From an optimization exercise on the open Yosys and OpenROAD flow, aimed at small area and a short achievable clock period; shortcuts taken in it are not production practice. RTL that was checked went through simulation tests only; none was proved equivalent to the original. No functional check of the RTL was part of run 1. No activity file was given, so power comes from the tool's default toggle rates.

==> flow/design.v (outline; a module is shown in full before it is edited, if it fits) <==
// module mod3_1: 1801 lines
module mod3_1(
  input clk,
  input reset_n,
  input signed [22:0] a,
  input signed [22:0] b,
  input signed [16:0] c,
  output signed [39:0] y
);
  // ...
==> flow/flow/run.sh <==
#!/bin/bash
# Layout flow: the standard layout (standard.sh) with two changes:
#  1. synthesis runs Yosys's synth with -noabc, so the generic "abc -fast" pass does not
#     restructure the design's adder cells before extract_fa; everything else in the
#     synthesis script (synth_recipe.tcl and ORFS synth.tcl) is unchanged.
#  2. the port buffers that place inserts are sky130_fd_sc_hd__buf_1 (buffer_ports
#     -buffer_cell) instead of the cell buffer_ports picks by default.
set -euo pipefail
work=$PWD
sed 's/synth -nofsm -noshare {\*}\$args/synth -nofsm -noshare -noabc {*}$args/' \
  synth_recipe.tcl > flow_synth.tcl
grep -q -- '-noabc' flow_synth.tcl
bash standard.sh "SYNTH_SCRIPT=$work/flow_synth.tcl" \
  "BUFFER_PORTS_ARGS=-buffer_cell ${PORT_BUF:-sky130_fd_sc_hd__buf_1}" finish \
  > flow_make.log 2>&1
==> flow/standard.sh <==
#!/bin/bash
# synth_recipe.tcl (not shown) runs the flow's synth.tcl, then flattens the netlist and writes it again
# the make line also repeats each setting of config.mk as NAME=value (left out here)
make -C /OpenROAD-flow-scripts/flow DESIGN_CONFIG=/design/flow/config.mk WORK_HOME=/design/flow/orfs CLKGATE_MAP_FILE= SYNTH_SCRIPT=/design/flow/synth_recipe.tcl "${@:-finish}"
==> flow/config.mk <==
export PLATFORM = sky130hd
export DESIGN_NAME = mod3_1
export DESIGN_NICKNAME = mod3_1
export VERILOG_FILES = /design/flow/design.v
export SDC_FILE = /design/flow/constraint.sdc
export NUM_CORES = 4
export LEC_CHECK = 0
export ABC_AREA = 1
export CAP_MARGIN = 20
export CORE_MARGIN = 2
export CORE_UTILIZATION = 40
export SLEW_MARGIN = 20
==> flow/constraint.sdc <==
create_clock -name core_clock -period 7.0 [get_ports {clk}]
set_input_delay 1.4000 -clock core_clock [delete_from_list [all_inputs] [get_ports {clk}]]
set_output_delay 1.4000 -clock core_clock [all_outputs]
set_load 0.01 [all_outputs]
==> results.json, run 1 <==
{
  "antenna_found_initial": 0,
  "reg_top3": "h0 (32), h1 (32)",
  "die_width_um": 195,
  "drt_iter0_markers": 1029,
  "yosysWarningCount": 1,
  "whs_ns": 0.323,
  "synthesis.area_mm2": 0.0146,
  "buffers": 113,
  "async_flop_share_pct": 0,
  "r2r-end": "h1[18]$_DFF_P_",
  "synth-simple-area-share_pct": 12.0,
  "hpwl_um": 28300,
  "status": "complete, no violations",
  "yosysTopAreaCell": "fa_1",
  "buffer_area_share_pct": 2.89,
  "crit_cells": 12,
  "setup_viol": 0,
  "min_period_over_period_pct": 59.5,
  "fin_setup_tns_ns": 0,
  "synth-compound-area-share_pct": 11.4,
  "slew_viol_final": 0,
  "slowest_delay_ns": 0.49,
  "end_kind": "primary output",
  "syn_inst": 1695,
  "pwr.group.clock_uw": 1000,
  "cts_buffers": 17,
  "h-tree-depth": 4,
  "cp_max_fo": 4,
  "min_to": "d2n[10]$_DFF_P_",
  "first_pass_iters": 5,
  "grt_usage_pct": 20.4,
  "crit_required_ns": 5.60,
  "multi_input_area_mm2": 0.0104,
  "wirelength_met1_um": 17600,
  "ys_top_cells_by_count": "nand2_1 (237), xor2_1 (232), inv_1 (195), o22ai_1 (184), fa_1 (177)",
  "hp-start": "d1n[10]$_DFF_P_",
  "r2r_cells": 9,
  "top_layer": "met4",
  "muxShareOfSynthArea_pct": 0.0769,
  "instances_no_fill": 2187,
  "intPower_uw": 4280
}
==> run 2, diff against run 1 <==
--- a/flow/design.v
+++ b/flow/design.v
@@ -4,20 +4,20 @@
   input signed [22:0] a,
   input signed [22:0] b,
   input signed [16:0] c,
   output signed [39:0] y
 );
   reg [23:0] d1n, d2n;
   reg r1q, f1q;
   reg [8:0] one_q, two_q, neg_q, onen_q, twon_q;
-  reg [7:0] ylo;
+  reg [11:0] ylo;
   reg cyq;
-  reg [31:0] h0;
-  reg [31:0] h1;
+  reg [27:0] h0;
+  reg [27:0] h1;
   reg kq;
   wire kill = ~reset_n | f1q;
   wire [8:0] one_w, two_w, neg_w;
   wire [16:0] c1 = c;
   assign one_w[0] = c1[0] ^ 1'b0;
   assign two_w[0] = (c1[1] & ~c1[0] & ~1'b0) | (~c1[1] & c1[0] & 1'b0);
   assign neg_w[0] = c1[1];
   assign one_w[1] = c1[2] ^ c1[1];
@@ -696,64 +696,64 @@
   wire fp640;
   wire fg641;
   wire fp642;
   wire fg643;
   wire fp644;
   wire fg645;
   wire fp646;
   wire fg647;
-  wire pg648;
-  wire pp649;
-  wire pg650;
-  wire pp651;
-  wire pg652;
-  wire pp653;
-  wire pg654;
-  wire pp655;
+  wire fp648;
+  wire fg649;
+  wire fp650;
+  wire fg651;
+  wire fp652;
+  wire fg653;
+  wire fp654;
+  wire fg655;
   wire pg656;
   wire pp657;
   wire pg658;
   wire pp659;
   wire pg660;
   wire pp661;
   wire pg662;
   wire pp663;
   wire pg664;
   wire pp665;
   wire pg666;
   wire pp667;
   wire pg668;
   wire pp669;
   wire pg670;
   wire pp671;
-  wire sp675;
-  wire sg676;
-  wire sp677;
-  wire sg678;
-  wire sp679;
-  wire sg680;
-  wire sp681;
-  wire sg682;
-  wire sp683;
-  wire sg684;
-  wire sp685;
-  wire sg686;
-  wire sp687;
-  wire sg688;
-  wire sp689;
-  wire sg690;
-  wire sp691;
-  wire sg692;
-  wire sp693;
-  wire sg694;
-  wire sp695;
-  wire sg696;
-  wire sp697;
-  wire sg698;
+  wire pg672;
+  wire pp673;
+  wire pg674;
+  wire pp675;
+  wire pg676;
+  wire pp677;
+  wire pg678;
+  wire pp679;
+  wire pg680;
+  wire pp681;
+  wire pg682;
+  wire pp683;
+  wire pg684;
+  wire pp685;
+  wire pg686;
+  wire pp687;
+  wire pg688;
+  wire pp689;
+  wire pg690;
+  wire pp691;
+  wire pg692;
+  wire pp693;
+  wire pg694;
+  wire pp695;
   wire sp699;
   wire sg700;
   wire sp701;
   wire sg702;
   wire sp703;
   wire sg704;
   wire sp705;
   wire sg706;
@@ -768,40 +768,40 @@
   wire sp715;
   wire sg716;
   wire sp717;
   wire sg718;
   wire sp719;
   wire sg720;
   wire sp721;
   wire sg722;
-  wire pg723;
-  wire pp724;
-  wire pg725;
-  wire pp726;
-  wire pg727;
-  wire pp728;
-  wire pg729;
-  wire pp730;
-  wire pg731;
-  wire pp732;
-  wire pg733;
-  wire pp734;
-  wire pg735;
-  wire pp736;
-  wire pg737;
-  wire pp738;
-  wire pg739;
-  wire pp740;
-  wire pg741;
-  wire pp742;
-  wire pg743;
-  wire pp744;
-  wire pg745;
-  wire pp746;
+  wire sp723;
+  wire sg724;
+  wire sp725;
+  wire sg726;
+  wire sp727;
+  wire sg728;
+  wire sp729;
+  wire sg730;
+  wire sp731;
+  wire sg732;
+  wire sp733;
+  wire sg734;
+  wire sp735;
+  wire sg736;
+  wire sp737;
+  wire sg738;
+  wire sp739;
+  wire sg740;
+  wire sp741;
+  wire sg742;
+  wire sp743;
+  wire sg744;
+  wire sp745;
+  wire sg746;
   wire pg747;
   wire pp748;
   wire pg749;
   wire pp750;
   wire pg751;
   wire pp752;
   wire pg753;
   wire pp754;
@@ -842,16 +842,40 @@
   wire pg789;
   wire pp790;
   wire pg791;
   wire pp792;
   wire pg793;
   wire pp794;
   wire pg795;
   wire pp796;
+  wire pg797;
+  wire pp798;
+  wire pg799;
+  wire pp800;
+  wire pg801;
+  wire pp802;
+  wire pg803;
+  wire pp804;
+  wire pg805;
+  wire pp806;
+  wire pg807;
+  wire pp808;
+  wire pg809;
+  wire pp810;
+  wire pg811;
+  wire pp812;
+  wire pg813;
+  wire pp814;
+  wire pg815;
+  wire pp816;
+  wire pg817;
+  wire pp818;
+  wire pg819;
+  wire pp820;
   assign pp1 = ((one0 & ~d2n[0])) ^ neg0;
   assign pp2 = ((one0 & ~d2n[1]) | (two0 & ~d2n[0])) ^ neg0;
   assign pp3 = ((one0 & ~d2n[2]) | (two0 & ~d2n[1])) ^ neg0;
   assign pp4 = ((one0 & ~d2n[3]) | (two0 & ~d2n[2])) ^ neg0;
   assign pp5 = ((one0 & ~d2n[4]) | (two0 & ~d2n[3])) ^ neg0;
   assign pp6 = ((one0 & ~d2n[5]) | (two0 & ~d2n[4])) ^ neg0;
   assign pp7 = ((one0 & ~d2n[6]) | (two0 & ~d2n[5])) ^ neg0;
   assign pp8 = ((one0 & ~d2n[7]) | (two0 & ~d2n[6])) ^ neg0;
@@ -1473,329 +1497,349 @@
   assign s624 = s484 ^ co549 ^ s550;
   assign co625 = (s484 & co549) | (s484 & s550) | (co549 & s550);
   assign s626 = co485 ^ s552 ^ co551;
   assign co627 = (co485 & s552) | (co485 & co551) | (s552 & co551);
   assign s628 = pp199 ^ co553 ^ s554;
   assign co629 = (pp199 & co553) | (pp199 & s554) | (co553 & s554);
   assign s630 = ci233 ^ co555;
   assign co631 = ci233 & co555;
-  assign sp675 = ~(a[0] ^ b[0]);
-  assign sg676 = a[0] | ~b[0];
-  assign sp677 = ~(a[1] ^ b[1]);
-  assign sg678 = a[1] & ~b[1];
-  assign sp679 = ~(a[2] ^ b[2]);
-  assign sg680 = a[2] & ~b[2];
-  assign sp681 = ~(a[3] ^ b[3]);
-  assign sg682 = a[3] & ~b[3];
-  assign sp683 = ~(a[4] ^ b[4]);
-  assign sg684 = a[4] & ~b[4];
-  assign sp685 = ~(a[5] ^ b[5]);
-  assign sg686 = a[5] & ~b[5];
-  assign sp687 = ~(a[6] ^ b[6]);
-  assign sg688 = a[6] & ~b[6];
-  assign sp689 = ~(a[7] ^ b[7]);
-  assign sg690 = a[7] & ~b[7];
-  assign sp691 = ~(a[8] ^ b[8]);
-  assign sg692 = a[8] & ~b[8];
-  assign sp693 = ~(a[9] ^ b[9]);
-  assign sg694 = a[9] & ~b[9];
-  assign sp695 = ~(a[10] ^ b[10]);
-  assign sg696 = a[10] & ~b[10];
-  assign sp697 = ~(a[11] ^ b[11]);
-  assign sg698 = a[11] & ~b[11];
-  assign sp699 = ~(a[12] ^ b[12]);
-  assign sg700 = a[12] & ~b[12];
-  assign sp701 = ~(a[13] ^ b[13]);
-  assign sg702 = a[13] & ~b[13];
-  assign sp703 = ~(a[14] ^ b[14]);
-  assign sg704 = a[14] & ~b[14];
-  assign sp705 = ~(a[15] ^ b[15]);
-  assign sg706 = a[15] & ~b[15];
-  assign sp707 = ~(a[16] ^ b[16]);
-  assign sg708 = a[16] & ~b[16];
-  assign sp709 = ~(a[17] ^ b[17]);
-  assign sg710 = a[17] & ~b[17];
-  assign sp711 = ~(a[18] ^ b[18]);
-  assign sg712 = a[18] & ~b[18];
-  assign sp713 = ~(a[19] ^ b[19]);
-  assign sg714 = a[19] & ~b[19];
-  assign sp715 = ~(a[20] ^ b[20]);
-  assign sg716 = a[20] & ~b[20];
-  assign sp717 = ~(a[21] ^ b[21]);
-  assign sg718 = a[21] & ~b[21];
-  assign sp719 = ~(a[22] ^ b[22]);
-  assign sg720 = a[22] & ~b[22];
-  assign sp721 = ~(a[22] ^ b[22]);
-  assign sg722 = a[22] & ~b[22];
-  assign pg723 = sg678 | (sp677 & sg676);
-  assign pp724 = sp677 & sp675;
-  assign pg725 = sg682 | (sp681 & sg680);
-  assign pp726 = sp681 & sp679;
-  assign pg727 = sg686 | (sp685 & sg684);
-  assign pp728 = sp685 & sp683;
-  assign pg729 = sg690 | (sp689 & sg688);
-  assign pp730 = sp689 & sp687;
-  assign pg731 = sg694 | (sp693 & sg692);
-  assign pp732 = sp693 & sp691;
-  assign pg733 = sg698 | (sp697 & sg696);
-  assign pp734 = sp697 & sp695;
-  assign pg735 = sg702 | (sp701 & sg700);
-  assign pp736 = sp701 & sp699;
-  assign pg737 = sg706 | (sp705 & sg704);
-  assign pp738 = sp705 & sp703;
-  assign pg739 = sg710 | (sp709 & sg708);
-  assign pp740 = sp709 & sp707;
-  assign pg741 = sg714 | (sp713 & sg712);
-  assign pp742 = sp713 & sp711;
-  assign pg743 = sg718 | (sp717 & sg716);
-  assign pp744 = sp717 & sp715;
-  assign pg745 = pg725 | (pp726 & pg723);
-  assign pp746 = pp726 & pp724;
-  assign pg747 = pg729 | (pp730 & pg727);
-  assign pp748 = pp730 & pp728;
-  assign pg749 = pg733 | (pp734 & pg731);
-  assign pp750 = pp734 & pp732;
-  assign pg751 = pg737 | (pp738 & pg735);
-  assign pp752 = pp738 & pp736;
-  assign pg753 = pg741 | (pp742 & pg739);
-  assign pp754 = pp742 & pp740;
-  assign pg755 = pg747 | (pp748 & pg745);
-  assign pp756 = pp748 & pp746;
-  assign pg757 = pg751 | (pp752 & pg749);
-  assign pp758 = pp752 & pp750;
-  assign pg759 = pg757 | (pp758 & pg755);
-  assign pp760 = pp758 & pp756;
-  assign pg761 = pg749 | (pp750 & pg755);
-  assign pp762 = pp750 & pp756;
-  assign pg763 = pg753 | (pp754 & pg759);
-  assign pp764 = pp754 & pp760;
-  assign pg765 = pg727 | (pp728 & pg745);
-  assign pp766 = pp728 & pp746;
-  assign pg767 = pg731 | (pp732 & pg755);
-  assign pp768 = pp732 & pp756;
-  assign pg769 = pg735 | (pp736 & pg761);
-  assign pp770 = pp736 & pp762;
-  assign pg771 = pg739 | (pp740 & pg759);
-  assign pp772 = pp740 & pp760;
-  assign pg773 = pg743 | (pp744 & pg763);
-  assign pp774 = pp744 & pp764;
-  assign pg775 = sg680 | (sp679 & pg723);
-  assign pp776 = sp679 & pp724;
-  assign pg777 = sg684 | (sp683 & pg745);
-  assign pp778 = sp683 & pp746;
-  assign pg779 = sg688 | (sp687 & pg765);
-  assign pp780 = sp687 & pp766;
-  assign pg781 = sg692 | (sp691 & pg755);
-  assign pp782 = sp691 & pp756;
-  assign pg783 = sg696 | (sp695 & pg767);
-  assign pp784 = sp695 & pp768;
-  assign pg785 = sg700 | (sp699 & pg761);
-  assign pp786 = sp699 & pp762;
-  assign pg787 = sg704 | (sp703 & pg769);
-  assign pp788 = sp703 & pp770;
-  assign pg789 = sg708 | (sp707 & pg759);
-  assign pp790 = sp707 & pp760;
-  assign pg791 = sg712 | (sp711 & pg771);
-  assign pp792 = sp711 & pp772;
-  assign pg793 = sg716 | (sp715 & pg763);
-  assign pp794 = sp715 & pp764;
-  assign pg795 = sg720 | (sp719 & pg773);
-  assign pp796 = sp719 & pp774;
-  assign dsub[0] = ~sp675;
-  assign dsub[1] = sp677 ^ sg676;
-  assign dsub[2] = sp679 ^ pg723;
-  assign dsub[3] = sp681 ^ pg775;
-  assign dsub[4] = sp683 ^ pg745;
-  assign dsub[5] = sp685 ^ pg777;
-  assign dsub[6] = sp687 ^ pg765;
-  assign dsub[7] = sp689 ^ pg779;
-  assign dsub[8] = sp691 ^ pg755;
-  assign dsub[9] = sp693 ^ pg781;
-  assign dsub[10] = sp695 ^ pg767;
-  assign dsub[11] = sp697 ^ pg783;
-  assign dsub[12] = sp699 ^ pg761;
-  assign dsub[13] = sp701 ^ pg785;
-  assign dsub[14] = sp703 ^ pg769;
-  assign dsub[15] = sp705 ^ pg787;
-  assign dsub[16] = sp707 ^ pg759;
-  assign dsub[17] = sp709 ^ pg789;
-  assign dsub[18] = sp711 ^ pg771;
-  assign dsub[19] = sp713 ^ pg791;
-  assign dsub[20] = sp715 ^ pg763;
-  assign dsub[21] = sp717 ^ pg793;
-  assign dsub[22] = sp719 ^ pg773;
-  assign dsub[23] = sp721 ^ pg795;
+  assign sp699 = ~(a[0] ^ b[0]);
+  assign sg700 = a[0] | ~b[0];
+  assign sp701 = ~(a[1] ^ b[1]);
+  assign sg702 = a[1] & ~b[1];
+  assign sp703 = ~(a[2] ^ b[2]);
+  assign sg704 = a[2] & ~b[2];
+  assign sp705 = ~(a[3] ^ b[3]);
+  assign sg706 = a[3] & ~b[3];
+  assign sp707 = ~(a[4] ^ b[4]);
+  assign sg708 = a[4] & ~b[4];
+  assign sp709 = ~(a[5] ^ b[5]);
+  assign sg710 = a[5] & ~b[5];
+  assign sp711 = ~(a[6] ^ b[6]);
+  assign sg712 = a[6] & ~b[6];
+  assign sp713 = ~(a[7] ^ b[7]);
+  assign sg714 = a[7] & ~b[7];
+  assign sp715 = ~(a[8] ^ b[8]);
+  assign sg716 = a[8] & ~b[8];
+  assign sp717 = ~(a[9] ^ b[9]);
+  assign sg718 = a[9] & ~b[9];
+  assign sp719 = ~(a[10] ^ b[10]);
+  assign sg720 = a[10] & ~b[10];
+  assign sp721 = ~(a[11] ^ b[11]);
+  assign sg722 = a[11] & ~b[11];
+  assign sp723 = ~(a[12] ^ b[12]);
+  assign sg724 = a[12] & ~b[12];
+  assign sp725 = ~(a[13] ^ b[13]);
+  assign sg726 = a[13] & ~b[13];
+  assign sp727 = ~(a[14] ^ b[14]);
+  assign sg728 = a[14] & ~b[14];
+  assign sp729 = ~(a[15] ^ b[15]);
+  assign sg730 = a[15] & ~b[15];
+  assign sp731 = ~(a[16] ^ b[16]);
+  assign sg732 = a[16] & ~b[16];
+  assign sp733 = ~(a[17] ^ b[17]);
+  assign sg734 = a[17] & ~b[17];
+  assign sp735 = ~(a[18] ^ b[18]);
+  assign sg736 = a[18] & ~b[18];
+  assign sp737 = ~(a[19] ^ b[19]);
+  assign sg738 = a[19] & ~b[19];
+  assign sp739 = ~(a[20] ^ b[20]);
+  assign sg740 = a[20] & ~b[20];
+  assign sp741 = ~(a[21] ^ b[21]);
+  assign sg742 = a[21] & ~b[21];
+  assign sp743 = ~(a[22] ^ b[22]);
+  assign sg744 = a[22] & ~b[22];
+  assign sp745 = ~(a[22] ^ b[22]);
+  assign sg746 = a[22] & ~b[22];
+  assign pg747 = sg702 | (sp701 & sg700);
+  assign pp748 = sp701 & sp699;
+  assign pg749 = sg706 | (sp705 & sg704);
+  assign pp750 = sp705 & sp703;
+  assign pg751 = sg710 | (sp709 & sg708);
+  assign pp752 = sp709 & sp707;
+  assign pg753 = sg714 | (sp713 & sg712);
+  assign pp754 = sp713 & sp711;
+  assign pg755 = sg718 | (sp717 & sg716);
+  assign pp756 = sp717 & sp715;
+  assign pg757 = sg722 | (sp721 & sg720);
+  assign pp758 = sp721 & sp719;
+  assign pg759 = sg726 | (sp725 & sg724);
+  assign pp760 = sp725 & sp723;
+  assign pg761 = sg730 | (sp729 & sg728);
+  assign pp762 = sp729 & sp727;
+  assign pg763 = sg734 | (sp733 & sg732);
+  assign pp764 = sp733 & sp731;
+  assign pg765 = sg738 | (sp737 & sg736);
+  assign pp766 = sp737 & sp735;
+  assign pg767 = sg742 | (sp741 & sg740);
+  assign pp768 = sp741 & sp739;
+  assign pg769 = pg749 | (pp750 & pg747);
+  assign pp770 = pp750 & pp748;
+  assign pg771 = pg753 | (pp754 & pg751);
+  assign pp772 = pp754 & pp752;
+  assign pg773 = pg757 | (pp758 & pg755);
+  assign pp774 = pp758 & pp756;
+  assign pg775 = pg761 | (pp762 & pg759);
+  assign pp776 = pp762 & pp760;
+  assign pg777 = pg765 | (pp766 & pg763);
+  assign pp778 = pp766 & pp764;
+  assign pg779 = pg771 | (pp772 & pg769);
+  assign pp780 = pp772 & pp770;
+  assign pg781 = pg775 | (pp776 & pg773);
+  assign pp782 = pp776 & pp774;
+  assign pg783 = pg781 | (pp782 & pg779);
+  assign pp784 = pp782 & pp780;
+  assign pg785 = pg773 | (pp774 & pg779);
+  assign pp786 = pp774 & pp780;
+  assign pg787 = pg777 | (pp778 & pg783);
+  assign pp788 = pp778 & pp784;
+  assign pg789 = pg751 | (pp752 & pg769);
+  assign pp790 = pp752 & pp770;
+  assign pg791 = pg755 | (pp756 & pg779);
+  assign pp792 = pp756 & pp780;
+  assign pg793 = pg759 | (pp760 & pg785);
+  assign pp794 = pp760 & pp786;
+  assign pg795 = pg763 | (pp764 & pg783);
+  assign pp796 = pp764 & pp784;
+  assign pg797 = pg767 | (pp768 & pg787);
+  assign pp798 = pp768 & pp788;
+  assign pg799 = sg704 | (sp703 & pg747);
+  assign pp800 = sp703 & pp748;
+  assign pg801 = sg708 | (sp707 & pg769);
+  assign pp802 = sp707 & pp770;
+  assign pg803 = sg712 | (sp711 & pg789);
+  assign pp804 = sp711 & pp790;
+  assign pg805 = sg716 | (sp715 & pg779);
+  assign pp806 = sp715 & pp780;
+  assign pg807 = sg720 | (sp719 & pg791);
+  assign pp808 = sp719 & pp792;
+  assign pg809 = sg724 | (sp723 & pg785);
+  assign pp810 = sp723 & pp786;
+  assign pg811 = sg728 | (sp727 & pg793);
+  assign pp812 = sp727 & pp794;
+  assign pg813 = sg732 | (sp731 & pg783);
+  assign pp814 = sp731 & pp784;
+  assign pg815 = sg736 | (sp735 & pg795);
+  assign pp816 = sp735 & pp796;
+  assign pg817 = sg740 | (sp739 & pg787);
+  assign pp818 = sp739 & pp788;
+  assign pg819 = sg744 | (sp743 & pg797);
+  assign pp820 = sp743 & pp798;
+  assign dsub[0] = ~sp699;
+  assign dsub[1] = sp701 ^ sg700;
+  assign dsub[2] = sp703 ^ pg747;
+  assign dsub[3] = sp705 ^ pg799;
+  assign dsub[4] = sp707 ^ pg769;
+  assign dsub[5] = sp709 ^ pg801;
+  assign dsub[6] = sp711 ^ pg789;
+  assign dsub[7] = sp713 ^ pg803;
+  assign dsub[8] = sp715 ^ pg779;
+  assign dsub[9] = sp717 ^ pg805;
+  assign dsub[10] = sp719 ^ pg791;
+  assign dsub[11] = sp721 ^ pg807;
+  assign dsub[12] = sp723 ^ pg785;
+  assign dsub[13] = sp725 ^ pg809;
+  assign dsub[14] = sp727 ^ pg793;
+  assign dsub[15] = sp729 ^ pg811;
+  assign dsub[16] = sp731 ^ pg783;
+  assign dsub[17] = sp733 ^ pg813;
+  assign dsub[18] = sp735 ^ pg795;
+  assign dsub[19] = sp737 ^ pg815;
+  assign dsub[20] = sp739 ^ pg787;
+  assign dsub[21] = sp741 ^ pg817;
+  assign dsub[22] = sp743 ^ pg797;
+  assign dsub[23] = sp745 ^ pg819;
   assign fp632 = neg0 ^ pp1;
   assign fg633 = neg0 & pp1;
   assign fp634 = pp2;
   assign fg635 = 1'b0;
   assign fp636 = s556 ^ pp26;
   assign fg637 = s556 & pp26;
   assign fp638 = co557 ^ s558;
   assign fg639 = co557 & s558;
   assign fp640 = co559 ^ s560;
   assign fg641 = co559 & s560;
   assign fp642 = co561 ^ s562;
   assign fg643 = co561 & s562;
   assign fp644 = co563 ^ s564;
   assign fg645 = co563 & s564;
   assign fp646 = co565 ^ s566;
   assign fg647 = co565 & s566;
-  assign pg648 = fg635 | (fp634 & fg633);
-  assign pp649 = fp634 & fp632;
-  assign pg650 = fg639 | (fp638 & fg637);
-  assign pp651 = fp638 & fp636;
-  assign pg652 = fg643 | (fp642 & fg641);
-  assign pp653 = fp642 & fp640;
-  assign pg654 = fg647 | (fp646 & fg645);
-  assign pp655 = fp646 & fp644;
-  assign pg656 = fg637 | (fp636 & pg648);
-  assign pp657 = fp636 & pp649;
-  assign pg658 = pg650 | (pp651 & pg648);
-  assign pp659 = pp651 & pp649;
-  assign pg660 = fg645 | (fp644 & pg652);
-  assign pp661 = fp644 & pp653;
-  assign pg662 = pg654 | (pp655 & pg652);
-  assign pp663 = pp655 & pp653;
-  assign pg664 = fg641 | (fp640 & pg658);
-  assign pp665 = fp640 & pp659;
-  assign pg666 = pg652 | (pp653 & pg658);
-  assign pp667 = pp653 & pp659;
-  assign pg668 = pg660 | (pp661 & pg658);
-  assign pp669 = pp661 & pp659;
-  assign pg670 = pg662 | (pp663 & pg658);
-  assign pp671 = pp663 & pp659;
-  wire [7:0] ylo_d;
+  assign fp648 = co567 ^ s568;
+  assign fg649 = co567 & s568;
+  assign fp650 = co569 ^ s570;
+  assign fg651 = co569 & s570;
+  assign fp652 = co571 ^ s572;
+  assign fg653 = co571 & s572;
+  assign fp654 = co573 ^ s574;
+  assign fg655 = co573 & s574;
+  assign pg656 = fg635 | (fp634 & fg633);
+  assign pp657 = fp634 & fp632;
+  assign pg658 = fg639 | (fp638 & fg637);
+  assign pp659 = fp638 & fp636;
+  assign pg660 = fg643 | (fp642 & fg641);
+  assign pp661 = fp642 & fp640;
+  assign pg662 = fg647 | (fp646 & fg645);
+  assign pp663 = fp646 & fp644;
+  assign pg664 = fg651 | (fp650 & fg649);
+  assign pp665 = fp650 & fp648;
+  assign pg666 = fg655 | (fp654 & fg653);
+  assign pp667 = fp654 & fp652;
+  assign pg668 = fg637 | (fp636 & pg656);
+  assign pp669 = fp636 & pp657;
+  assign pg670 = pg658 | (pp659 & pg656);
+  assign pp671 = pp659 & pp657;
+  assign pg672 = fg645 | (fp644 & pg660);
+  assign pp673 = fp644 & pp661;
+  assign pg674 = pg662 | (pp663 & pg660);
+  assign pp675 = pp663 & pp661;
+  assign pg676 = fg653 | (fp652 & pg664);
+  assign pp677 = fp652 & pp665;
+  assign pg678 = pg666 | (pp667 & pg664);
+  assign pp679 = pp667 & pp665;
+  assign pg680 = fg641 | (fp640 & pg670);
+  assign pp681 = fp640 & pp671;
+  assign pg682 = pg660 | (pp661 & pg670);
+  assign pp683 = pp661 & pp671;
+  assign pg684 = pg672 | (pp673 & pg670);
+  assign pp685 = pp673 & pp671;
+  assign pg686 = pg674 | (pp675 & pg670);
+  assign pp687 = pp675 & pp671;
+  assign pg688 = fg649 | (fp648 & pg686);
+  assign pp689 = fp648 & pp687;
+  assign pg690 = pg664 | (pp665 & pg686);
+  assign pp691 = pp665 & pp687;
+  assign pg692 = pg676 | (pp677 & pg686);
+  assign pp693 = pp677 & pp687;
+  assign pg694 = pg678 | (pp679 & pg686);
+  assign pp695 = pp679 & pp687;
+  wire [11:0] ylo_d;
   assign ylo_d[0] = fp632;
   assign ylo_d[1] = fp634 ^ fg633;
-  assign ylo_d[2] = fp636 ^ pg648;
-  assign ylo_d[3] = fp638 ^ pg656;
-  assign ylo_d[4] = fp640 ^ pg658;
-  assign ylo_d[5] = fp642 ^ pg664;
-  assign ylo_d[6] = fp644 ^ pg666;
-  assign ylo_d[7] = fp646 ^ pg668;
-  wire [31:0] h0_d, h1_d;
-  assign h0_d[0] = co567;
-  assign h1_d[0] = s568;
-  assign h0_d[1] = co569;
-  assign h1_d[1] = s570;
-  assign h0_d[2] = co571;
-  assign h1_d[2] = s572;
-  assign h0_d[3] = co573;
-  assign h1_d[3] = s574;
-  assign h0_d[4] = co575;
-  assign h1_d[4] = s576;
-  assign h0_d[5] = co577;
-  assign h1_d[5] = s578;
-  assign h0_d[6] = co579;
-  assign h1_d[6] = s580;
-  assign h0_d[7] = co581;
-  assign h1_d[7] = s582;
-  assign h0_d[8] = co583;
-  assign h1_d[8] = s584;
-  assign h0_d[9] = co585;
-  assign h1_d[9] = s586;
-  assign h0_d[10] = co587;
-  assign h1_d[10] = s588;
-  assign h0_d[11] = co589;
-  assign h1_d[11] = s590;
-  assign h0_d[12] = co591;
-  assign h1_d[12] = s592;
-  assign h0_d[13] = co593;
-  assign h1_d[13] = s594;
-  assign h0_d[14] = co595;
-  assign h1_d[14] = s596;
-  assign h0_d[15] = co597;
-  assign h1_d[15] = s598;
-  assign h0_d[16] = co599;
-  assign h1_d[16] = s600;
-  assign h0_d[17] = co601;
-  assign h1_d[17] = s602;
-  assign h0_d[18] = co603;
-  assign h1_d[18] = s604;
-  assign h0_d[19] = co605;
-  assign h1_d[19] = s606;
-  assign h0_d[20] = co607;
-  assign h1_d[20] = s608;
-  assign h0_d[21] = co609;
-  assign h1_d[21] = s610;
-  assign h0_d[22] = co611;
-  assign h1_d[22] = s612;
-  assign h0_d[23] = co613;
-  assign h1_d[23] = s614;
-  assign h0_d[24] = co615;
-  assign h1_d[24] = s616;
-  assign h0_d[25] = co617;
-  assign h1_d[25] = s618;
-  assign h0_d[26] = co619;
-  assign h1_d[26] = s620;
-  assign h0_d[27] = co621;
-  assign h1_d[27] = s622;
-  assign h0_d[28] = co623;
-  assign h1_d[28] = s624;
-  assign h0_d[29] = co625;
-  assign h1_d[29] = s626;
-  assign h0_d[30] = co627;
-  assign h1_d[30] = s628;
-  assign h0_d[31] = co629;
-  assign h1_d[31] = s630;
-  wire [32:0] ax672, bx673, sm674;
-  assign ax672 = {1'b0, h0[31], h0[30], h0[29], h0[28], h0[27], h0[26], h0[25], h0[24], h0[23], h0[22], h0[21], h0[20], h0[19], h0[18], h0[17], h0[16], h0[15], h0[14], h0[13], h0[12], h0[11], h0[10], h0[9], h0[8], h0[7], h0[6], h0[5], h0[4], h0[3], h0[2], h0[1], h0[0]};
-  assign bx673 = {1'b0, h1[31], h1[30], h1[29], h1[28], h1[27], h1[26], h1[25], h1[24], h1[23], h1[22], h1[21], h1[20], h1[19], h1[18], h1[17], h1[16], h1[15], h1[14], h1[13], h1[12], h1[11], h1[10], h1[9], h1[8], h1[7], h1[6], h1[5], h1[4], h1[3], h1[2], h1[1], h1[0]};
-  assign sm674 = ax672 + bx673 + cyq;
+  assign ylo_d[2] = fp636 ^ pg656;
+  assign ylo_d[3] = fp638 ^ pg668;
+  assign ylo_d[4] = fp640 ^ pg670;
+  assign ylo_d[5] = fp642 ^ pg680;
+  assign ylo_d[6] = fp644 ^ pg682;
+  assign ylo_d[7] = fp646 ^ pg684;
+  assign ylo_d[8] = fp648 ^ pg686;
+  assign ylo_d[9] = fp650 ^ pg688;
+  assign ylo_d[10] = fp652 ^ pg690;
+  assign ylo_d[11] = fp654 ^ pg692;
+  wire [27:0] h0_d, h1_d;
+  assign h0_d[0] = co575;
+  assign h1_d[0] = s576;
+  assign h0_d[1] = co577;
+  assign h1_d[1] = s578;
+  assign h0_d[2] = co579;
+  assign h1_d[2] = s580;
+  assign h0_d[3] = co581;
+  assign h1_d[3] = s582;
+  assign h0_d[4] = co583;
+  assign h1_d[4] = s584;
+  assign h0_d[5] = co585;
+  assign h1_d[5] = s586;
+  assign h0_d[6] = co587;
+  assign h1_d[6] = s588;
+  assign h0_d[7] = co589;
+  assign h1_d[7] = s590;
+  assign h0_d[8] = co591;
+  assign h1_d[8] = s592;
+  assign h0_d[9] = co593;
+  assign h1_d[9] = s594;
+  assign h0_d[10] = co595;
+  assign h1_d[10] = s596;
+  assign h0_d[11] = co597;
+  assign h1_d[11] = s598;
+  assign h0_d[12] = co599;
+  assign h1_d[12] = s600;
+  assign h0_d[13] = co601;
+  assign h1_d[13] = s602;
+  assign h0_d[14] = co603;
+  assign h1_d[14] = s604;
+  assign h0_d[15] = co605;
+  assign h1_d[15] = s606;
+  assign h0_d[16] = co607;
+  assign h1_d[16] = s608;
+  assign h0_d[17] = co609;
+  assign h1_d[17] = s610;
+  assign h0_d[18] = co611;
+  assign h1_d[18] = s612;
+  assign h0_d[19] = co613;
+  assign h1_d[19] = s614;
+  assign h0_d[20] = co615;
+  assign h1_d[20] = s616;
+  assign h0_d[21] = co617;
+  assign h1_d[21] = s618;
+  assign h0_d[22] = co619;
+  assign h1_d[22] = s620;
+  assign h0_d[23] = co621;
+  assign h1_d[23] = s622;
+  assign h0_d[24] = co623;
+  assign h1_d[24] = s624;
+  assign h0_d[25] = co625;
+  assign h1_d[25] = s626;
+  assign h0_d[26] = co627;
+  assign h1_d[26] = s628;
+  assign h0_d[27] = co629;
+  assign h1_d[27] = s630;
+  wire [29:0] ax696, bx697, sm698;
+  assign ax696 = {1'b0, h0[27], h0[26], h0[25], h0[24], h0[23], h0[22], h0[21], h0[20], h0[19], h0[18], h0[17], h0[16], h0[15], h0[14], h0[13], h0[12], h0[11], h0[10], h0[9], h0[8], h0[7], h0[6], h0[5], h0[4], h0[3], h0[2], h0[1], h0[0], 1'b1};
+  assign bx697 = {1'b0, h1[27], h1[26], h1[25], h1[24], h1[23], h1[22], h1[21], h1[20], h1[19], h1[18], h1[17], h1[16], h1[15], h1[14], h1[13], h1[12], h1[11], h1[10], h1[9], h1[8], h1[7], h1[6], h1[5], h1[4], h1[3], h1[2], h1[1], h1[0], cyq};
+  assign sm698 = ax696 + bx697;
   wire [39:0] sum;
   assign sum[0] = ylo[0];
   assign sum[1] = ylo[1];
   assign sum[2] = ylo[2];
   assign sum[3] = ylo[3];
   assign sum[4] = ylo[4];
   assign sum[5] = ylo[5];
   assign sum[6] = ylo[6];
   assign sum[7] = ylo[7];
-  assign sum[8] = sm674[0];
-  assign sum[9] = sm674[1];
-  assign sum[10] = sm674[2];
-  assign sum[11] = sm674[3];
-  assign sum[12] = sm674[4];
-  assign sum[13] = sm674[5];
-  assign sum[14] = sm674[6];
-  assign sum[15] = sm674[7];
-  assign sum[16] = sm674[8];
-  assign sum[17] = sm674[9];
-  assign sum[18] = sm674[10];
-  assign sum[19] = sm674[11];
-  assign sum[20] = sm674[12];
-  assign sum[21] = sm674[13];
-  assign sum[22] = sm674[14];
-  assign sum[23] = sm674[15];
-  assign sum[24] = sm674[16];
-  assign sum[25] = sm674[17];
-  assign sum[26] = sm674[18];
-  assign sum[27] = sm674[19];
-  assign sum[28] = sm674[20];
-  assign sum[29] = sm674[21];
-  assign sum[30] = sm674[22];
-  assign sum[31] = sm674[23];
-  assign sum[32] = sm674[24];
-  assign sum[33] = sm674[25];
-  assign sum[34] = sm674[26];
-  assign sum[35] = sm674[27];
-  assign sum[36] = sm674[28];
-  assign sum[37] = sm674[29];
-  assign sum[38] = sm674[30];
-  assign sum[39] = sm674[31];
+  assign sum[8] = ylo[8];
+  assign sum[9] = ylo[9];
+  assign sum[10] = ylo[10];
+  assign sum[11] = ylo[11];
+  assign sum[12] = sm698[1];
+  assign sum[13] = sm698[2];
+  assign sum[14] = sm698[3];
+  assign sum[15] = sm698[4];
+  assign sum[16] = sm698[5];
+  assign sum[17] = sm698[6];
+  assign sum[18] = sm698[7];
+  assign sum[19] = sm698[8];
+  assign sum[20] = sm698[9];
+  assign sum[21] = sm698[10];
+  assign sum[22] = sm698[11];
+  assign sum[23] = sm698[12];
+  assign sum[24] = sm698[13];
+  assign sum[25] = sm698[14];
+  assign sum[26] = sm698[15];
+  assign sum[27] = sm698[16];
+  assign sum[28] = sm698[17];
+  assign sum[29] = sm698[18];
+  assign sum[30] = sm698[19];
+  assign sum[31] = sm698[20];
+  assign sum[32] = sm698[21];
+  assign sum[33] = sm698[22];
+  assign sum[34] = sm698[23];
+  assign sum[35] = sm698[24];
+  assign sum[36] = sm698[25];
+  assign sum[37] = sm698[26];
+  assign sum[38] = sm698[27];
+  assign sum[39] = sm698[28];
   assign y = sum & {40{~kq}};
   always @(posedge clk) begin
     d1n <= ~dsub;
     r1q <= ~reset_n;
     d2n <= d1n;
     f1q <= ~reset_n | r1q;
     onen_q <= ~one_w;
     twon_q <= ~two_w;
     neg_q <= neg_w;
     ylo <= ylo_d;
-    cyq <= pg670;
+    cyq <= pg694;
     h0 <= h0_d;
     h1 <= h1_d;
     kq <= kill;
   end
 endmodule
--- a/flow/config.mk
+++ b/flow/config.mk
@@ -4,9 +4,10 @@
 export VERILOG_FILES = /design/flow/design.v
 export SDC_FILE = /design/flow/constraint.sdc
 export NUM_CORES = 4
 export LEC_CHECK = 0
 export ABC_AREA = 1
 export CAP_MARGIN = 20
 export CORE_MARGIN = 2
 export CORE_UTILIZATION = 40
+export SETUP_SLACK_MARGIN = 4.0
 export SLEW_MARGIN = 20
==> results.json, run 2 <==
{
  "fmax_mhz": 283,
  "cts.clk_slew.worst_paths_ns": 0.07,
  "coreArea_mm2": 0.0356,
  "worstPathArrival_ns": 2.13,
  "clock_skew_ns": 0.0143,
  "grt_max_degree": 27,
  "cts_buffers": 17,
  "setup_ws_ns": 3.47,
  "worst_pin_slew_ns": 0.485,
  "synth.distinct_cells": 28,
  "fin_crit_ns": 3.53,
  "hp-start": "d1n[1]$_DFF_P_",
  "dieArea_mm2": 0.0376,
  "async_flop_share_pct": 0,
  "synth.net_count": 2005,
  "drtAntennaViolNets": 0,
  "synth.top_cell.area_share_pct": 24.6,
  "status": "complete, no violations",
  "syn_inst": 1664,
  "min_to": "d2n[1]$_DFF_P_",
  "layout-drive-gt1-share_pct": 36.3,
  "grt.overflow.total": 0,
  "viasPerCell": 5.46,
  "placementRows": 69,
  "yosysMostFrequentCell": "nand2_1",
  "path_class": "reg -> out",
  "nets": 2175,
  "cts_root_buffer": "clkbuf_16",
  "r2r_cells": 9,
  "layout_commonest_cell": "xor2_1",
  "min_period_over_period_pct": 50.4,
  "grt_first_pass_wirelength_um": 66600,
  "reg_top3": "h0 (28), h1 (28)",
  "synthTopCellsByArea": "fa_1 (25%), dfxtp_1 (20%), xor2_1 (14%)",
  "fin_setup_tns_ns": 0,
  "cts_tree": "built",
  "hold_depth": 0,
  "yosysTopAreaCell": "fa_1",
  "grt_usage_pct": 22.3,
  "yosysSeqAreaShare_pct": 20.3,
  "synth-edff-count": 0,
  "end_kind": "primary output",
  "peakVddDrop_mv": 0.304,
  "setup_viol": 0,
  "crit_start": "h1[0]$_DFF_P_",
  "yosys_register_bits": 146,
  "crit_required_ns": 5.60,
  "initial_core_util_pct": 40.5,
  "drc_errors": 0,
  "p_per_area_mw_per_mm2": 547,
  "slew_headroom_pct": 67.7,
  "synthesis.area_mm2": 0.0144,
  "slew_viol_final": 0,
  "numPortBuffers": 104,
  "h-tree-depth": 4,
  "p_leak_uw": 0.00857,
  "die_width_um": 194,
  "layout_common_cells": "xor2_1 (217), inv_1 (176), nand2_1 (173), o22ai_1 (128), buf_4 (110)",
  "avgSynthCellArea_um2": 8.67,
  "yosysWarningCount": 1,
  "cp_cell_sequence": "fa_2 > buf_4 > buf_6 > nand3_2 > nand3_4 > a21oi_2 > nand2_1 > nand2_1 > nor2_1 > buf_2",
  "ys_top_cells_by_count": "nand2_1 (241), xor2_1 (232), inv_1 (191), o22ai_1 (184), fa_1 (177)",
  "hold_viol_final": 0,
  "antenna_found_initial": 0,
  "rsz0062_at_grt": "yes",
  "pre_cts_ws_ns": 3.26,
  "ctsHoldBuffers": 0,
  "ioPinCount": 105,
  "grt_pass1_vias": 12500,
  "slowest_stage": "fa_2",
  "startpoint_type": "flop",
  "num_vias": 12600,
  "ctsLongestPathBuffers": 2,
  "clock_sinks": 146,
  "crit_top_cell": "nand2_1",
  "slowest_delay_ns": 0.40,
  "die_h_um": 194,
  "r2r-start": "twon_q[1]$_DFF_P_",
  "wl_um": 46000,
  "n_antenna_cell": 0,
  "wl_per_cell_um": 19.9,
  "syn_to_final_growth_pct": 33.9,
  "drt_iter0_markers": 1085,
  "synth_ff_type": "dfxtp_1",
  "r2r-end": "h1[12]$_DFF_P_",
  "cp_max_fo": 3,
  "clk_latency_ns": 0.45,
  "hp-class": "reg -> reg",
  "hpwl_um": 27500,
  "r2r_slack_ns": 3.73,
  "first_pass_iters": 7,
  "maxCapViolCount": 0,
  "place_congestion": 0.906
}
run 2: cell families (layout without fill, tap and decap cells):
| group | count (synthesis) | after routing | share of synthesized area, % |
|---|---|---|---|
| buffers and inverters | 312 | 495 | 8.67 |
| flip-flops | 146 | 146 | 20.3 |
| AO/OA/AOI/OAI | 266 | 266 | 11.0 |
| adder cells (fa/ha/maj) | 276 | 276 | 33.2 |
| XOR/XNOR | 244 | 244 | 14.8 |
| AND/OR/NAND/NOR | 418 | 418 | 11.9 |
| multiplexers | 2 | 2 | 0.156 |
run 2: report_power, final:
group / internal, µW / total (µW) / switching, µW
Sequential: 1290 / 1630 / 332
Clock: 544 / 964 / 420
Combinational: 3680 / 7980 / 4300
run 2: layer usage:
metal	wire length [µm]	part of all wire, %	global-route usage [%]	vias up
met3	4130	9.0	4.77	193
li1	-	-	-	5663
met1	18300	40	29.4	6014
met4	2540	5.5	9.62	0
met5	0	0	0	-
met2	21000	46	35.4	726
run 2: how the worst max path moves through the flow:
stage                 endpoint  slack, ns  cells after the start
5_1_grt                  y[35]       3.38                     13
6_report                 y[29]       3.47                     10
3_3_place_gp   d1n[19]$_DFF_P_       3.28                     14
4_1_cts                  y[35]       3.52                     11
2_1_floorplan  d1n[19]$_DFF_P_       3.80                     13
3_5_place_dp   d1n[19]$_DFF_P_       3.26                     14
run 2: repair_timing:
item	in CTS	in global routing
setup buffers	89	62
pin swaps	81	127
endpoints found under the setup margin	95	79
cloned	5	2
gates resized for setup	338	263
run 2: metrics by stage:
stage                     hold WS (ns)  instance area [µm²]  util, %  std cells  total power (µW)
after detailed placement         0.312                15100     42.4       2118              7510
after global placement           0.311                15100     42.4       2118              7350
after floorplan                  0.310                14800        -       1664              5940
after global routing             0.319                19300     54.3       2308             11500
after CTS                        0.318                17700     49.7       2244              9580
final                            0.320                19300     54.3       2308             10600
run 2: final cells by class:
cell class,instances,area [µm²]
sequential,146,3130
timing repair inverter,1,7.51
timing repair buffer,271,2180
fill,3094,16300
multi-input combinational,1206,12100
inverter,191,736
tap,461,577
clock inverter,15,188
clock buffer,17,425
run 2: critical path: cells and delay by family, from the launching register on:
kind | cells | cell delay, ns
AO/OA/AOI/OAI | 1 | 0.17
adder cells (fa/ha/maj) | 1 | 0.40
buffers and inverters | 3 | 0.40
flip-flops | 1 | 0.34
AND/OR/NAND/NOR | 5 | 0.38
==> run 3, diff against run 2 <==
--- a/flow/config.mk
+++ b/flow/config.mk
@@ -11,3 +11,2 @@
 export CORE_UTILIZATION = 40
-export SETUP_SLACK_MARGIN = 4.0
-export SLEW_MARGIN = 20
+export SLEW_MARGIN = 70
==> results.json, run 3 <==
{
  "clk_latency_ns": 0.44,
  "grt.overflow.total": 0,
  "muxShareOfSynthArea_pct": 0.156,
  "setup_ws_ns": 3.28,
  "numPortBuffers": 104,
  "cts_tree": "built",
  "die_h_um": 194,
  "yosysSeqAreaShare_pct": 20.3,
  "peakVddDrop_mv": 0.234,
  "fin_setup_tns_ns": 0,
  "hp-start": "d1n[9]$_DFF_P_",
  "cts_buffers": 17,
  "r2r-end": "ylo[9]$_DFF_P_",
  "end_kind": "primary output",
  "wl_um": 36400,
  "cts_root_buffer": "clkbuf_16",
  "place_congestion": 0.889,
  "worst_pin_slew_ns": 0.436,
  "grt_usage_pct": 19.8,
  "drt_iter0_markers": 1050,
  "antenna_found_initial": 0,
  "post_cts_buffers": 0,
  "synth_ff_type": "dfxtp_1",
  "avgSynthCellArea_um2": 8.67,
  "setup_viol": 0,
  "slew_viol_final": 0,
  "synthTopCellsByArea": "fa_1 (25%), dfxtp_1 (20%), xor2_1 (14%)",
  "n_antenna_cell": 0,
  "drtAntennaViolNets": 0,
  "cts.clk_slew.worst_paths_ns": 0.07,
  "syn_inst": 1664,
  "min_period_over_period_pct": 53.1,
  "crit_required_ns": 5.60,
  "grt_max_degree": 27,
  "path_class": "reg -> out",
  "r2r-start": "d2n[6]$_DFF_P_",
  "clock_sinks": 146,
  "synth-edff-count": 0,
  "drc_errors": 0,
  "wl_per_cell_um": 16.9,
  "crit_family": "simple AND/OR/NAND/NOR gates",
  "status": "complete, no violations",
  "ctsLongestPathBuffers": 2,
  "yosysWarningCount": 1,
  "synth.net_count": 2005,
  "cts.repair.resized": 0,
  "yosys_register_bits": 146,
  "fin_crit_ns": 3.72,
  "worstPathArrival_ns": 2.32,
  "first_pass_iters": 5,
  "rsz0062_at_grt": "no",
  "synth.distinct_cells": 28,
  "multi_input_area_mm2": 0.0103,
  "reg_top3": "h0 (28), h1 (28)",
  "initial_core_util_pct": 40.5,
  "synth_fa_ha_area_share_pct": 33.2,
  "viasPerCell": 5.21,
  "ys_top_cells_by_count": "nand2_1 (241), xor2_1 (232), inv_1 (191), o22ai_1 (184), fa_1 (177)",
  "min_to": "d2n[9]$_DFF_P_",
  "p_leak_uw": 0.00735,
  "synth-simple-area-share_pct": 11.9,
  "yosysTopAreaCell": "fa_1",
  "seq_area_mm2": 0.00303,
  "grt_pass1_vias": 11300,
  "synth_xor_area_share_pct": 14.8,
  "ioPinCount": 105,
  "synth-compound-area-share_pct": 11.0,
  "fmax_mhz": 269,
  "cp_cell_sequence": "fa_1 > nand3_1 > nand3_2 > nand2_1 > nand2_1 > nand2_1 > nand3_1 > nand2_1 > nand2_1 > nor2_1 > buf_1",
  "p_per_area_mw_per_mm2": 524,
  "syn_to_final_growth_pct": 9.52,
  "slew_headroom_pct": 70.7,
  "crit_top_cell": "nand2_1",
  "layout_common_cells": "nand2_1 (241), xor2_1 (231), inv_1 (190), o22ai_1 (184), fa_1 (177)",
  "placementRows": 69,
  "r2r_cells": 10,
  "nets": 2021,
  "cp_max_fo": 5,
  "pre_cts_ws_ns": 3.30,
  "die_width_um": 194,
  "hpwl_um": 27600,
  "slowest_stage": "fa_1",
  "yosysMostFrequentCell": "nand2_1",
  "clock_skew_ns": 0.0111,
  "synth_top_family_by_area": "adder cells",
  "maxCapViolCount": 0,
  "async_flop_share_pct": 0,
  "hold_depth": 0,
  "h-tree-depth": 4,
  "dieArea_mm2": 0.0376,
  "hold_viol_final": 0,
  "startpoint_type": "flop",
  "synthesis.area_mm2": 0.0144,
  "layout_commonest_cell": "nand2_1",
  "path_buf_inv": 1,
  "layout-drive-gt1-share_pct": 7.15,
  "coreArea_mm2": 0.0356,
  "r2r_slack_ns": 3.61,
  "grt_first_pass_wirelength_um": 59900,
  "ctsHoldBuffers": 0,
  "num_vias": 11200,
  "slowest_delay_ns": 0.51,
  "fillers": 3481,
  "hp-class": "reg -> reg",
  "synth.top_cell.area_share_pct": 24.6
}
## run 3: cell counts after synthesis
No cell type changed its count.
## run 3: report_power, final
part | total [µW] | internal, µW | switching (µW)
logic | 5750 | 2420 | 3320
registers | 1580 | 1260 | 320
clock network | 950 | 570 | 379
## run 3: worst max path at each step
stage,endpoint,start,cells past startpoint
5_1_grt,y[31],cyq$_DFF_P_,11
6_report,y[33],cyq$_DFF_P_,11
3_5_place_dp,d1n[19]$_DFF_P_,a[0],14
4_1_cts,y[33],cyq$_DFF_P_,11
3_3_place_gp,d1n[19]$_DFF_P_,a[0],14
2_1_floorplan,ylo[11]$_DFF_P_,onen_q[0]$_DFF_P_,14
## run 3: through the flow
step / total power, µW / utilization (%) / cells / hold slack [ns] / cell area [µm²]
after floorplan: 5740 / - / 1664 / 0.310 / 14400
after global placement: 7160 / 42.0 / 2118 / 0.313 / 14900
after detailed placement: 7340 / 42.5 / 2122 / 0.312 / 15100
final: 8280 / 44.4 / 2154 / 0.320 / 15800
after global routing: 9330 / 44.4 / 2154 / 0.329 / 15800
after CTS: 8350 / 44.3 / 2154 / 0.320 / 15800
## run 3: kinds of logic (layout without fill, tap and decap cells)
family,after synthesis,count (layout)
xor gates and xnor gates,244,244
adders and majority gates,276,276
DFF,146,146
AOI/OAI and AO/OA,266,266
buffers and inverters,312,341
muxes,2,2
and+or+nand+nor,418,418
## run 3: final cells by class
cell class,count,area share (%)
clock buffer,22,3.28
timing repair buffer,118,3.72
inverter,191,4.55
tap,461,3.65
multi-input combinational,1206,64.9
sequential,146,19.2
clock inverter,10,0.673
## run 3: worst reg2reg max path, cell delays in order (launching register included)
cell     delay [ns]
dfxtp_2        0.58
o22ai_1        0.17
xor2_1         0.17
ha_1           0.21
fa_1           0.52
fa_1           0.42
ha_1           0.35
a21oi_1        0.16
nand3_1        0.15
fa_1           0.40
xor2_1         0.15
## run 3: per-layer routing
layer / GRT usage [%] / up-vias / wire [µm]
li1: - / 5360 / -
met1: 27.6 / 5344 / 16800
met2: 31.2 / 467 / 16400
met3: 3.90 / 50 / 2630
met4: 5.67 / 0 / 589
met5: 0 / - / 0
==> run 4, diff against run 3 <==
--- a/flow/config.mk
+++ b/flow/config.mk
@@ -11,2 +11,2 @@
 export CORE_UTILIZATION = 40
-export SLEW_MARGIN = 70
+export SLEW_MARGIN = 20
==> results.json, run 4 <==
{
  "synth_ff_type": "dfxtp_1",
  "path_class": "reg -> reg",
  "fillers": 3573,
  "cts.clk_slew.worst_paths_ns": 0.07,
  "sw_frac_of_total_pct": 48.7,
  "r2r_cells": 10,
  "h-tree-depth": 4,
  "yosys_register_bits": 146,
  "antenna_found_initial": 0,
  "setup_viol": 0,
  "numPortBuffers": 104,
  "layout_commonest_cell": "nand2_1",
  "synthTopCellsByArea": "fa_1 (25%), dfxtp_1 (20%), xor2_1 (14%)",
  "cp_max_fo": 24,
  "end_kind": "flop",
  "num_vias": 11100,
  "yosysWarningCount": 1,
  "slew_headroom_pct": 22.6,
  "placementRows": 69,
  "clock_sinks": 146,
  "avgSynthCellArea_um2": 8.67,
  "layout-drive-gt1-share_pct": 4.56,
  "fmax_mhz": 267,
  "yosysSeqAreaShare_pct": 20.3,
  "synth.distinct_cells": 28,
  "viasPerCell": 5.15,
  "cts_tree": "built",
  "grt_usage_pct": 19.6,
  "wl_per_cell_um": 16.9,
  "grt.overflow.total": 0,
  "dieArea_mm2": 0.0376,
  "yosysMostFrequentCell": "nand2_1",
  "die_h_um": 194,
  "startpoint_type": "flop",
  "ctsHoldBuffers": 0,
  "synthesis.area_mm2": 0.0144,
  "p_leak_uw": 0.00729,
  "yosysTopAreaCell": "fa_1",
  "multi_input_area_mm2": 0.0102,
  "layout_common_cells": "nand2_1 (241), xor2_1 (232), inv_1 (191), o22ai_1 (184), fa_1 (177)",
  "drtAntennaViolNets": 0,
  "hold_viol_final": 0,
  "slew_viol_final": 0,
  "syn_to_final_growth_pct": 7.91,
  "grt_first_pass_wirelength_um": 59100,
  "synth.net_count": 2005,
  "async_flop_share_pct": 0,
  "status": "complete, no violations",
  "grt_pass1_vias": 11100,
  "synth.top_cell.area_share_pct": 24.6,
  "wl_um": 36300,
  "min_period_over_period_pct": 53.6,
  "drc_errors": 0,
  "rsz0062_at_grt": "no",
  "worst_pin_slew_ns": 1.16,
  "cts.repair.resized": 0,
  "top_layer": "met4",
  "crit_required_ns": 7.32,
  "coreArea_mm2": 0.0356,
  "cts_buffers": 17,
  "hpwl_um": 27400,
  "die_width_um": 194,
  "maxCapViolCount": 0,
  "post_cts_buffers": 0,
  "fin_setup_tns_ns": 0,
  "worstPathArrival_ns": 4.08,
  "peakVddDrop_mv": 0.239,
  "grt_max_degree": 27,
  "wirelength_met1_um": 16900,
  "ioPinCount": 105,
  "p_per_area_mw_per_mm2": 531,
  "power_uw": 8260,
  "fin_crit_ns": 3.75,
  "ctsLongestPathBuffers": 2,
  "p_switching_uw": 4020,
  "ys_top_cells_by_count": "nand2_1 (241), xor2_1 (232), inv_1 (191), o22ai_1 (184), fa_1 (177)",
  "seq_area_mm2": 0.00293,
  "place_congestion": 0.889,
  "hold_depth": 0,
  "met2_length_um": 16100,
  "combPwrFrac_pct": 69.4,
  "syn_inst": 1664,
  "hp-class": "reg -> reg",
  "drt_iter0_markers": 947,
  "clk_latency_ns": 0.45,
  "intPower_uw": 4230,
  "cts_root_buffer": "clkbuf_16",
  "reg_top3": "h0 (28), h1 (28)",
  "pwr-share-clk_pct": 11.6,
  "first_pass_iters": 5,
  "wl_met3_um": 2660,
  "n_antenna_cell": 0,
  "clock_skew_ns": 0.0183,
  "nets": 2018,
  "synth-edff-count": 0,
  "initial_core_util_pct": 40.5,
  "power_frac_seq_pct": 19.1
}
## run 4: cell types whose count changed in the layout (fill, tap and decap cells not counted), sizes merged
| cell | change |
|---|---|
| buf | -3 |
| clkinv | +1 |
| clkbuf | -4 |
| bufinv | +2 |
## run 4: final cells by class
type,instances,area share (%)
clock buffer,18,2.82
clock inverter,13,1.13
timing repair buffer,115,3.09
inverter,191,4.61
multi-input combinational,1206,65.8
sequential,146,18.8
tap,461,3.71
## run 4: worst max-delay path, cell delays in order, from the launching register on
cell	delay (ns)
dfxtp_1	0.88
o22ai_1	0.18
xor2_1	0.19
ha_1	0.21
fa_1	0.52
fa_1	0.42
ha_1	0.35
a21oi_1	0.16
nand3_1	0.16
fa_1	0.40
xor2_1	0.15
## run 4: kinds of logic after synthesis
kind of cell | after synthesis | synth area share (%)
AO/OA/AOI/OAI | 266 | 11.0
XOR/XNOR | 244 | 14.8
adder cells (fa/ha/maj) | 276 | 33.2
buffers and inverters | 312 | 8.67
flip-flops | 146 | 20.3
multiplexers | 2 | 0.156
AND/OR/NAND/NOR | 418 | 11.9
## run 4: worst paths after layout
path | start | endpoint | slack, ns
worst max-delay path | twon_q[0]$_DFF_P_ | ylo[9]$_DFF_P_ | 3.25
worst min-delay path | d1n[6]$_DFF_P_ | d2n[6]$_DFF_P_ | 0.31
worst max register to register | twon_q[0]$_DFF_P_ | ylo[9]$_DFF_P_ | 3.25
worst min register to register | d1n[6]$_DFF_P_ | d2n[6]$_DFF_P_ | 0.31
## run 4: power by group through the flow
| stage | sequential (µW) | combinational [µW] | clock [µW] |
|---|---|---|---|
| detailed placement | 1580 | 5750 | 0 |
| global route | 1610 | 6660 | 1020 |
| CTS | 1570 | 5780 | 981 |
| floorplan | 1330 | 4410 | 0 |
| global placement | 1580 | 5580 | 0 |
| finish | 1570 | 5730 | 955 |
## run 4: routing by layer
layer / up-vias / track usage [%]
met3: 48 / 4.09
met1: 5233 / 27.6
met5: - / 0
met2: 428 / 30.3
li1: 5353 / -
met4: 0 / 5.95
## run 4: through the flow
stage	hold WS (ns)	instances	worst slack, ns	utilization, %	instance area, µm²
after detailed placement	0.312	2118	3.28	42.0	14900
after global placement	0.313	2118	3.34	42.0	14900
after CTS	0.318	2149	3.22	43.7	15500
final	0.314	2150	3.25	43.7	15600
after floorplan	0.310	1664	3.65	-	14400
after global routing	0.317	2150	3.06	43.7	15600
==> run 5, diff against run 4 <==
--- a/flow/config.mk
+++ b/flow/config.mk
@@ -11,2 +11,3 @@
 export CORE_UTILIZATION = 40
-export SLEW_MARGIN = 20
+export CTS_BUF_LIST = sky130_fd_sc_hd__clkbuf_8
+export SLEW_MARGIN = 70
==> results.json, run 5 <==
{
  "slew_headroom_pct": 70.9,
  "slowest_delay_ns": 0.51,
  "yosysSeqAreaShare_pct": 20.3,
  "cts_buffers": 17,
  "r2r_slack_ns": 3.60,
  "nets": 2021,
  "placementRows": 69,
  "hpwl_um": 27600,
  "layout_commonest_cell": "nand2_1",
  "async_flop_share_pct": 0,
  "startpoint_type": "flop",
  "fin_crit_ns": 3.75,
  "yosysMostFrequentCell": "nand2_1",
  "synthesis.area_mm2": 0.0144,
  "synth.net_count": 2005,
  "syn_to_final_growth_pct": 8.31,
  "fmax_mhz": 267,
  "cts.clk_slew.worst_paths_ns": 0.09,
  "worstPathArrival_ns": 2.35,
  "fin_setup_tns_ns": 0,
  "crit_cells": 11,
  "avgSynthCellArea_um2": 8.67,
  "post_cts_buffers": 0,
  "status": "complete, no violations",
  "coreArea_mm2": 0.0356,
  "hold_viol_final": 0,
  "cts_root_buffer": "clkbuf_8",
  "grt_max_degree": 27,
  "drc_errors": 0,
  "peakVddDrop_mv": 0.219,
  "synthTopCellsByArea": "fa_1 (25%), dfxtp_1 (20%), xor2_1 (14%)",
  "synth.top_cell.area_share_pct": 24.6,
  "r2r_cells": 12,
  "wl_um": 36300,
  "die_h_um": 194,
  "ioPinCount": 105,
  "first_pass_iters": 5,
  "cts.repair.resized": 0,
  "path_buf_inv": 1,
  "n_antenna_cell": 0,
  "drtAntennaViolNets": 0,
  "synth.distinct_cells": 28,
  "clock_skew_ns": 0.0126,
  "crit_family": "simple AND/OR/NAND/NOR gates",
  "viasPerCell": 5.19,
  "ys_top_cells_by_count": "nand2_1 (241), xor2_1 (232), inv_1 (191), o22ai_1 (184), fa_1 (177)",
  "slew_viol_final": 0,
  "numPortBuffers": 104,
  "grt_first_pass_wirelength_um": 59600,
  "p_leak_uw": 0.00727,
  "dieArea_mm2": 0.0376,
  "crit_top_cell": "nand2_1",
  "cp_cell_sequence": "fa_1 > nand3_1 > nand3_2 > nand2_1 > nand2_1 > nand2_1 > nand3_1 > nand2_1 > nand2_1 > nor2_1 > buf_1",
  "cp_max_fo": 5,
  "cp-endpoint": "y[33]",
  "cts_tree": "built",
  "seq_area_mm2": 0.00303,
  "instances_no_fill": 2154,
  "yosysWarningCount": 1,
  "syn_inst": 1664,
  "clk_latency_ns": 0.46,
  "ctsHoldBuffers": 0,
  "place_inst": 2122,
  "die_width_um": 194,
  "layout_common_cells": "nand2_1 (241), xor2_1 (231), inv_1 (191), o22ai_1 (184), fa_1 (177)",
  "slowest_stage": "fa_1",
  "drt_iter0_markers": 991,
  "r2r-start": "d2n[8]$_DFF_P_",
  "yosysTopAreaCell": "fa_1",
  "min_period_over_period_pct": 53.6,
  "antenna_found_initial": 0,
  "r2r-end": "ylo[11]$_DFF_P_",
  "worst_pin_slew_ns": 0.433,
  "grt_usage_pct": 19.7,
  "h-tree-depth": 4,
  "maxCapViolCount": 0,
  "yosys_register_bits": 146,
  "synth-edff-count": 0,
  "layout-drive-gt1-share_pct": 7.15,
  "p_per_area_mw_per_mm2": 517,
  "synth_ff_type": "dfxtp_1",
  "rsz0062_at_grt": "no",
  "fillers": 3502,
  "num_vias": 11200,
  "path_class": "reg -> out",
  "ctsLongestPathBuffers": 2,
  "grt.overflow.total": 0,
  "wl_per_cell_um": 16.9,
  "multi_input_area_mm2": 0.0103,
  "end_kind": "primary output",
  "hp-class": "reg -> reg",
  "initial_core_util_pct": 40.5,
  "clock_sinks": 146,
  "crit_start": "cyq$_DFF_P_",
  "place_congestion": 0.889,
  "reg_top3": "h0 (28), h1 (28)",
  "grt_pass1_vias": 11300,
  "whs_ns": 0.320,
  "setup_viol": 0,
  "crit_required_ns": 5.60
}
==> run 5: changes by cell type in the layout (fill, tap and decap cells not counted), sizes merged <==
cell    previous run  this run
buf              115       118
bufinv             3         4
clkinv             5         4
inv              195       196
==> run 5: stage by stage <==
step	cell area [µm²]	util (%)	total power (µW)	setup slack [ns]
6_report	15600	43.9	8070	3.25
5_1_grt	15600	43.9	9120	3.03
4_1_cts	15600	43.8	8140	3.18
3_5_place_dp	15100	42.5	7340	3.30
3_3_place_gp	14900	42.0	7160	3.34
2_1_floorplan	14400	-	5740	3.65
==> run 5: layout make-up <==
cell class                 instances  area share, %
clock buffer                      18           1.59
clock inverter                    14           1.28
inverter                         191           4.60
multi-input combinational       1206           65.7
sequential                       146           19.4
tap                              461           3.69
timing repair buffer             118           3.76
==> run 5: cells by family (layout without fill, tap and decap cells) <==
| family | count (synthesis) | in the layout | share of synthesized area [%] |
|---|---|---|---|
| buf+inv | 312 | 341 | 8.67 |
| mux | 2 | 2 | 0.156 |
| xor+xnor | 244 | 244 | 14.8 |
| simple gates | 418 | 418 | 11.9 |
| compound gates | 266 | 266 | 11.0 |
| flops | 146 | 146 | 20.3 |
| fa+ha+maj | 276 | 276 | 33.2 |
==> run 5: worst min-delay path by stage <==
stage / from / to / cells after the start
detailed placement: d1n[15]$_DFF_P_ / d2n[15]$_DFF_P_ / 0
CTS: d1n[9]$_DFF_P_ / d2n[9]$_DFF_P_ / 0
finish: d1n[11]$_DFF_P_ / d2n[11]$_DFF_P_ / 0
global route: d1n[11]$_DFF_P_ / d2n[11]$_DFF_P_ / 0
floorplan: d1n[0]$_DFF_P_ / d2n[0]$_DFF_P_ / 0
global placement: d1n[9]$_DFF_P_ / d2n[9]$_DFF_P_ / 0
==> run 5: routing by layer <==
metal  vias to the layer above  share of wire [%]  GRT usage [%]
li1                       5361                  -              -
met1                      5296                 46           27.6
met2                       450                 45           30.9
met3                        62                7.5           3.81
met4                         0                1.7           5.89
met5                         -                  0              0
==> run 5: report_power, final <==
group	internal, µW	total (µW)	switching (µW)
logic	2420	5740	3320
clock network	404	750	347
registers	1260	1580	321

## afterwards: timing with drivers on the ports
How much do the figures lean on ideal ports? The routed layouts below were timed once more, with nothing changed but the port constraints.
Step 1 assumes that a clkbuf_16 drives the clock port and a buf_2 every other input.
Step 2 adds t to the input delays and takes it off the output delays; t is the mean of the earliest and latest rising clock arrival at the registers after step 1. Input paths then give back, and output paths get back, about the clock's delay inside the block.
a / b / c = ideal / step 1 / step 2; a / b = the first two.
| run | shift t [ns] | slack for setup (ns) | worst hold slack (ns) |
|---|---|---|---|
| run 1 | 0.483 | 2.833 / 2.785 / 3.243 | 0.323 / 0.323 / 0.323 |
| run 2 | 0.492 | 3.472 / 3.422 / 3.614 | 0.320 / 0.320 / 0.320 |
| run 3 | 0.476 | 3.285 / 3.238 / 3.344 | 0.320 / 0.320 / 0.320 |
| run 4 | 0.483 | 3.248 / 3.223 / 3.248 | 0.314 / 0.314 / 0.314 |
| run 5 | 0.502 | 3.251 / 3.209 / 3.343 | 0.320 / 0.320 / 0.320 |
After both steps every run listed still meets setup and hold.
